From an optimization exercise on the open Yosys and OpenROAD flow, aimed at small area, a short achievable clock period and few clock cycles; shortcuts taken in it are not production practice. The RTL was checked by simulation tests, not by an equivalence proof against the original design. Power is estimated from default activity; no workload was simulated.

==> zinc: inputs <==
Design pipeline_top, start of the top module:
module pipeline_top (clk, rst, imem_addr, imem_rdata, dmem_addr, dmem_wdata, dmem_we, dmem_rdata);
Settings: LEC_CHECK=0, CAP_MARGIN=20, CORE_MARGIN=2, CORE_UTILIZATION=40, CTS_BUF_LIST=sky130_fd_sc_hd__clkbuf_8 sky130_fd_sc_hd__clkbuf_16, CTS_CLUSTER_DIAMETER=80, CTS_CLUSTER_SIZE=30, SETUP_SLACK_MARGIN=4.95, SLEW_MARGIN=20, SYNTH_HIERARCHICAL=1; clock period 8.0 ns.
standard.sh (not shown) runs the stock make flow with config.mk's settings and CLKGATE_MAP_FILE= SYNTH_SCRIPT=/design/flow/synth_recipe.tcl, a recipe that flattens the netlist after the stock synthesis.
==> flow/flow/run.sh <==
#!/bin/bash
# Layout flow: the standard flow, except for synthesis, where ABC maps
# the operand selection, the ALU, the branch comparison, the register-file
# read slices and the fetch-address adders each
# on its own with a delay-driven script, ORFS's full-adder extraction is off,
# and the register-file read slice is the gate-level netlist in
# rf_read_bit_cells.v (see synth_custom.tcl); and the ports are buffered with buf_2 cells
# (the standard flow picks a delay cell). Everything else is standard.sh
# unchanged. Each step's output goes to a log file here.
set -euo pipefail
W=$PWD
export FAST_MODULES="opsel:400 alu:1200 cmp:500 rf_read_bit:600 PC_Adder:1000"
export GATE_MODULES="rf_read_bit:rf_read_bit_cells.v"
make -C "$FLOW_HOME" DESIGN_CONFIG="$FLOW_CONFIG" WORK_HOME="$W/orfs" CLKGATE_MAP_FILE= \
    SYNTH_SCRIPT="$W/flow/synth_custom.tcl" ADDER_MAP_FILE= synth \
    > "$W/run_synth.log" 2>&1
bash "$W/standard.sh" BUFFER_PORTS_ARGS="-buffer_cell sky130_fd_sc_hd__buf_2" finish > "$W/run_layout.log" 2>&1
==> flow/flow/rf_read_bit_cells.v <==
// Gate-level rf_read_bit (on = ~|(s & d)) used by the layout flow in place of
// ABC's mapping: ten a222oi and a nand2 for the 31 select/data pairs, then
// a nand4-nand4-nand3 / nor3 tree.
module rf_read_bit (s, d, on);
    input  [31:1] s, d;
    output on;
    wire [10:0] t;
    wire [2:0] u;
    sky130_fd_sc_hd__a222oi_1 g_t0 (.A1(s[1]), .A2(d[1]), .B1(s[2]), .B2(d[2]), .C1(s[3]), .C2(d[3]), .Y(t[0]));
    sky130_fd_sc_hd__a222oi_1 g_t1 (.A1(s[4]), .A2(d[4]), .B1(s[5]), .B2(d[5]), .C1(s[6]), .C2(d[6]), .Y(t[1]));
    sky130_fd_sc_hd__a222oi_1 g_t2 (.A1(s[7]), .A2(d[7]), .B1(s[8]), .B2(d[8]), .C1(s[9]), .C2(d[9]), .Y(t[2]));
    sky130_fd_sc_hd__a222oi_1 g_t3 (.A1(s[10]), .A2(d[10]), .B1(s[11]), .B2(d[11]), .C1(s[12]), .C2(d[12]), .Y(t[3]));
    sky130_fd_sc_hd__a222oi_1 g_t4 (.A1(s[13]), .A2(d[13]), .B1(s[14]), .B2(d[14]), .C1(s[15]), .C2(d[15]), .Y(t[4]));
    sky130_fd_sc_hd__a222oi_1 g_t5 (.A1(s[16]), .A2(d[16]), .B1(s[17]), .B2(d[17]), .C1(s[18]), .C2(d[18]), .Y(t[5]));
    sky130_fd_sc_hd__a222oi_1 g_t6 (.A1(s[19]), .A2(d[19]), .B1(s[20]), .B2(d[20]), .C1(s[21]), .C2(d[21]), .Y(t[6]));
    sky130_fd_sc_hd__a222oi_1 g_t7 (.A1(s[22]), .A2(d[22]), .B1(s[23]), .B2(d[23]), .C1(s[24]), .C2(d[24]), .Y(t[7]));
    sky130_fd_sc_hd__a222oi_1 g_t8 (.A1(s[25]), .A2(d[25]), .B1(s[26]), .B2(d[26]), .C1(s[27]), .C2(d[27]), .Y(t[8]));
    sky130_fd_sc_hd__a222oi_1 g_t9 (.A1(s[28]), .A2(d[28]), .B1(s[29]), .B2(d[29]), .C1(s[30]), .C2(d[30]), .Y(t[9]));
    sky130_fd_sc_hd__nand2_1 g_t10 (.A(s[31]), .B(d[31]), .Y(t[10]));
    sky130_fd_sc_hd__nand4_1 g_u0 (.A(t[0]), .B(t[1]), .C(t[2]), .D(t[3]), .Y(u[0]));
    sky130_fd_sc_hd__nand4_1 g_u1 (.A(t[4]), .B(t[5]), .C(t[6]), .D(t[7]), .Y(u[1]));
    sky130_fd_sc_hd__nand3_1 g_u2 (.A(t[8]), .B(t[9]), .C(t[10]), .Y(u[2]));
    sky130_fd_sc_hd__nor3_1 g_on (.A(u[0]), .B(u[1]), .C(u[2]), .Y(on));
endmodule
Other scripts of this flow, unchanged in this note and not shown: flow/flow/synth_custom.tcl
==> inputs of maple, as changes to zinc <==
--- a/flow/design.v
+++ b/flow/design.v
@@ -1,22 +1,20 @@
-module opsel (e_an, e_bn, e_t, w_res, x_res, res,
+module opsel (e_a, e_b, e_t, w_res, x_res, res,
               a_w, a_x, a_e, b_w, b_wi, b_x, b_xi, b_e, b_ei, b_t, c_w, c_x, c_e,
               a, b, c, sd);
-    input  [31:0] e_an, e_bn;    
+    input  [31:0] e_a, e_b;      
     input  [31:0] e_t;           
     input  [31:0] w_res;         
     input  [31:0] x_res;         
     input  [31:0] res;           
     input         a_w, a_x, a_e;                        
     input         b_w, b_wi, b_x, b_xi, b_e, b_ei, b_t;  
     input         c_w, c_x, c_e;                        
     output [31:0] a, b;          
     output [31:0] c;             
     output [31:0] sd;            
-    wire [31:0] e_a = ~e_an;
-    wire [31:0] e_b = ~e_bn;
     assign a  = ({32{a_w}} & w_res) | ({32{a_x}} & x_res) | ({32{a_e}} & e_a);
     assign b  = ({32{b_w}} & w_res) | ({32{b_wi}} & ~w_res) |
                 ({32{b_x}} & x_res) | ({32{b_xi}} & ~x_res) |
                 ({32{b_e}} & e_b)   | ({32{b_ei}} & ~e_b)   | ({32{b_t}} & e_t);
     assign c  = ({32{c_w}} & w_res) | ({32{c_x}} & x_res) | ({32{c_e}} & e_b);
     assign sd = ({32{c_w}} & res)   | ({32{c_x}} & x_res) | ({32{c_e}} & e_b);
@@ -55,18 +53,18 @@
     wire        c  = lo[13];
     wire        s  = imm[12];
     assign pc_br = {(c & ~s) ? hi_inc : (~c & s) ? hi_dec : hi, lo[12:0]};
     wire [11:0] lo4 = {1'b0, pc[12:2]} + 12'd1;
     assign pc_4 = {lo4[11] ? hi_inc : hi, lo4[10:0], pc[1:0]};
 endmodule
-module register_file (clk, rst, we, wa, wd, ra1, ra2, rd1n, rd2n);
+module register_file (clk, rst, we, wa, wd, ra1, ra2, rd1, rd2);
     input clk, rst;
     input we;                    
     input [4:0] wa, ra1, ra2;
     input [31:0] wd;
-    output [31:0] rd1n, rd2n;    
+    output [31:0] rd1, rd2;
     reg  [31:1] vld;
     wire [32*32-1:0] q;          
     assign q[31:0] = 32'b0;
     genvar i;
     generate
         for (i = 1; i < 32; i = i + 1) begin : g_reg
@@ -96,21 +94,21 @@
     generate
         for (b = 0; b < 32; b = b + 1) begin : g_rd
             wire [31:1] d;
             for (i = 1; i < 32; i = i + 1) begin : g_d
                 assign d[i] = q[32*i + b];
             end
-            rf_read_bit u_rd1 (.s(s1), .d(d), .on(rd1n[b]));
-            rf_read_bit u_rd2 (.s(s2), .d(d), .on(rd2n[b]));
+            rf_read_bit u_rd1 (.s(s1), .d(d), .o(rd1[b]));
+            rf_read_bit u_rd2 (.s(s2), .d(d), .o(rd2[b]));
         end
     endgenerate
 endmodule
-module rf_read_bit (s, d, on);
+module rf_read_bit (s, d, o);
     input  [31:1] s, d;
-    output on;                   
-    assign on = ~|(s & d);
+    output o;
+    assign o = |(s & d);
 endmodule
 module pipeline_top (clk, rst, imem_addr, imem_rdata, dmem_addr, dmem_wdata, dmem_we, dmem_rdata);
     input clk, rst;
     output [31:0] imem_addr;
     input  [31:0] imem_rdata;
     output [31:0] dmem_addr;
@@ -122,13 +120,13 @@
     reg        a_w, a_x, a_e;        
     reg        b_w, b_wi, b_x, b_xi, b_e, b_ei, b_t;
     reg        c_w, c_x, c_e;
     reg        e_ld, e_sub;
     reg [1:0]  e_fn;                 
     reg [4:0]  e_rd;
-    reg [31:0] e_an, e_bn;           
+    reg [31:0] e_a, e_b;             
     reg [31:0] e_t;                  
     reg        w_wen, w_st;          
     reg        w_ld;
     reg [4:0]  w_rd;
     reg [31:0] w_res, w_wd;          
     reg [31:0] x_res;
@@ -136,13 +134,13 @@
     assign dmem_addr  = w_res;
     assign dmem_wdata = w_wd;
     assign dmem_we    = w_st;
     wire [31:0] a, b, c, sd, alu;
     wire        eq;
     opsel u_opsel (
-        .e_an(e_an), .e_bn(e_bn), .e_t(e_t), .w_res(w_res), .x_res(x_res), .res(res),
+        .e_a(e_a), .e_b(e_b), .e_t(e_t), .w_res(w_res), .x_res(x_res), .res(res),
         .a_w(a_w), .a_x(a_x), .a_e(a_e),
         .b_w(b_w), .b_wi(b_wi), .b_x(b_x), .b_xi(b_xi), .b_e(b_e), .b_ei(b_ei), .b_t(b_t),
         .c_w(c_w), .c_x(c_x), .c_e(c_e),
         .a(a), .b(b), .c(c), .sd(sd)
     );
     alu u_alu (.a(a), .b(b), .cin(e_sub), .fn(e_fn), .y(alu));
@@ -161,17 +159,17 @@
     wire jmp   = is_br & (rs1 == rs2);      
     wire [31:0] immI = {{20{ins[31]}}, ins[31:20]};
     wire [31:0] immS = {{20{ins[31]}}, ins[31:25], ins[11:7]};
     wire [12:0] immB = {ins[31], ins[7], ins[30:25], ins[11:8], 1'b0};
     wire [31:0] pc_br, pc_4;
     PC_Adder u_pc_add (.pc(pc), .imm(immB), .pc_br(pc_br), .pc_4(pc_4));
-    wire [31:0] rf1n, rf2n;
+    wire [31:0] rf1, rf2;
     register_file u_rf (
         .clk(clk), .rst(rst),
         .we(w_wen), .wa(w_rd), .wd(res),
-        .ra1(rs1), .ra2(rs2), .rd1n(rf1n), .rd2n(rf2n)
+        .ra1(rs1), .ra2(rs2), .rd1(rf1), .rd2(rf2)
     );
     wire m1 = e_wen && (e_rd == rs1);
     wire m2 = e_wen && (e_rd == rs2);
     wire n1 = w_wen && (w_rd == rs1);
     wire n2 = w_wen && (w_rd == rs2);
     wire sub = is_r & (((f3 == 3'b000) & ins[30]) | (f3 == 3'b010));
@@ -222,14 +220,14 @@
         c_x   <= sb_x;
         c_e   <= sb_e;
         e_ld  <= is_lw & ~stall;
         e_sub <= sub;
         e_fn  <= fn;
         e_rd  <= rd;
-        e_an  <= rf1n;
-        e_bn  <= rf2n;
+        e_a   <= rf1;
+        e_b   <= rf2;
         e_t   <= t_next;
         x_res <= res;
         w_ld  <= e_ld;
         w_res <= alu;
         w_rd  <= e_rd;
         w_wd  <= sd;
--- a/flow/flow/rf_read_bit_cells.v
+++ b/flow/flow/rf_read_bit_cells.v
@@ -1,14 +1,15 @@
-// Gate-level rf_read_bit (on = ~|(s & d)) used by the layout flow in place of
+// Gate-level rf_read_bit (o = |(s & d)) used by the layout flow in place of
 // ABC's mapping: ten a222oi and a nand2 for the 31 select/data pairs, then
-// a nand4-nand4-nand3 / nor3 tree.
-module rf_read_bit (s, d, on);
+// a nand4-nand4-nand3 / nor3 / inverter tree.
+module rf_read_bit (s, d, o);
     input  [31:1] s, d;
-    output on;
+    output o;
     wire [10:0] t;
     wire [2:0] u;
+    wire on;
     sky130_fd_sc_hd__a222oi_1 g_t0 (.A1(s[1]), .A2(d[1]), .B1(s[2]), .B2(d[2]), .C1(s[3]), .C2(d[3]), .Y(t[0]));
     sky130_fd_sc_hd__a222oi_1 g_t1 (.A1(s[4]), .A2(d[4]), .B1(s[5]), .B2(d[5]), .C1(s[6]), .C2(d[6]), .Y(t[1]));
     sky130_fd_sc_hd__a222oi_1 g_t2 (.A1(s[7]), .A2(d[7]), .B1(s[8]), .B2(d[8]), .C1(s[9]), .C2(d[9]), .Y(t[2]));
     sky130_fd_sc_hd__a222oi_1 g_t3 (.A1(s[10]), .A2(d[10]), .B1(s[11]), .B2(d[11]), .C1(s[12]), .C2(d[12]), .Y(t[3]));
     sky130_fd_sc_hd__a222oi_1 g_t4 (.A1(s[13]), .A2(d[13]), .B1(s[14]), .B2(d[14]), .C1(s[15]), .C2(d[15]), .Y(t[4]));
     sky130_fd_sc_hd__a222oi_1 g_t5 (.A1(s[16]), .A2(d[16]), .B1(s[17]), .B2(d[17]), .C1(s[18]), .C2(d[18]), .Y(t[5]));
@@ -18,7 +19,8 @@
     sky130_fd_sc_hd__a222oi_1 g_t9 (.A1(s[28]), .A2(d[28]), .B1(s[29]), .B2(d[29]), .C1(s[30]), .C2(d[30]), .Y(t[9]));
     sky130_fd_sc_hd__nand2_1 g_t10 (.A(s[31]), .B(d[31]), .Y(t[10]));
     sky130_fd_sc_hd__nand4_1 g_u0 (.A(t[0]), .B(t[1]), .C(t[2]), .D(t[3]), .Y(u[0]));
     sky130_fd_sc_hd__nand4_1 g_u1 (.A(t[4]), .B(t[5]), .C(t[6]), .D(t[7]), .Y(u[1]));
     sky130_fd_sc_hd__nand3_1 g_u2 (.A(t[8]), .B(t[9]), .C(t[10]), .Y(u[2]));
     sky130_fd_sc_hd__nor3_1 g_on (.A(u[0]), .B(u[1]), .C(u[2]), .Y(on));
+    sky130_fd_sc_hd__inv_1 g_o (.A(on), .Y(o));
 endmodule
Settings changed: CTS_BUF_LIST sky130_fd_sc_hd__clkbuf_8 sky130_fd_sc_hd__clkbuf_16 to not set, CTS_CLUSTER_DIAMETER 80 to 60, CTS_CLUSTER_SIZE 30 to 20.
==> summary of the runs <==
Maximum frequency: maple is higher than zinc (2.4%). Between maple and zinc, the lower global-route usage is in zinc (gap 0.37 points). Routed wire length: maple is larger than zinc (about 4.4%). Between zinc and maple, the lower cell count is in zinc (gap 3.7%, measured against maple). Between maple and zinc, the lower register-to-register slack is in zinc (gap 80 ps).
==> figures <==
metric	maple	zinc
Status	no timing/DRC/antenna violations	no timing/DRC/antenna violations
Layout-to-synthesis area ratio	1.180x	1.130x
End-of-flow core utilization	47.5%	45.4%
Setup WS post-layout	4890 ps	4820 ps
Proportion of total power due to net switching	26.4%	26.3%
Violation count after the first detailed-routing iteration	9279	9085
Number of cells after detailed placement	6486	6361
HPWL after detailed placement	127000 um	130000 um
Critical path required time	8620 ps	8600 ps
Number of buffers created by CTS	101	55
Flop+latch power	0.00746 W	0.00745 W
Number of clock buffers in the layout	107	56
Testbench counts of zinc, summed over its fixed seeds: cycles 15,181.
Testbench counts of maple, summed over its fixed seeds: cycles 15,181.

[afterwards: timing with drivers on the ports]
No port has a modelled driver above. Below, the same layouts with a new extraction and two added sets of constraints.
Step 1, drivers: a clkbuf_16 drives clk and a buf_2 each remaining input, both assumed.
Step 2, shift: input delay + t, output delay - t, t = (earliest + latest rising clock arrival at the registers) / 2. This alone moves slack from input paths to output paths.
Slacks: ideal ports / drivers / drivers and shift; pairs: ideal ports / drivers.
run	t, ns	slack for setup (ns)	hold slack, ns	latest minus earliest clock arrival (ns)
zinc	0.791	4.818 / 4.862 / 4.071	0.368 / 0.368 / 0.368	0.044 / 0.045
maple	0.809	4.891 / 4.824 / 4.015	0.357 / 0.357 / 0.357	0.042 / 0.043
After both steps setup and hold are still met in every run listed. The setup slack of maple, which loses most, moves by -0.067 ns with the drivers and by -0.876 ns with both steps.
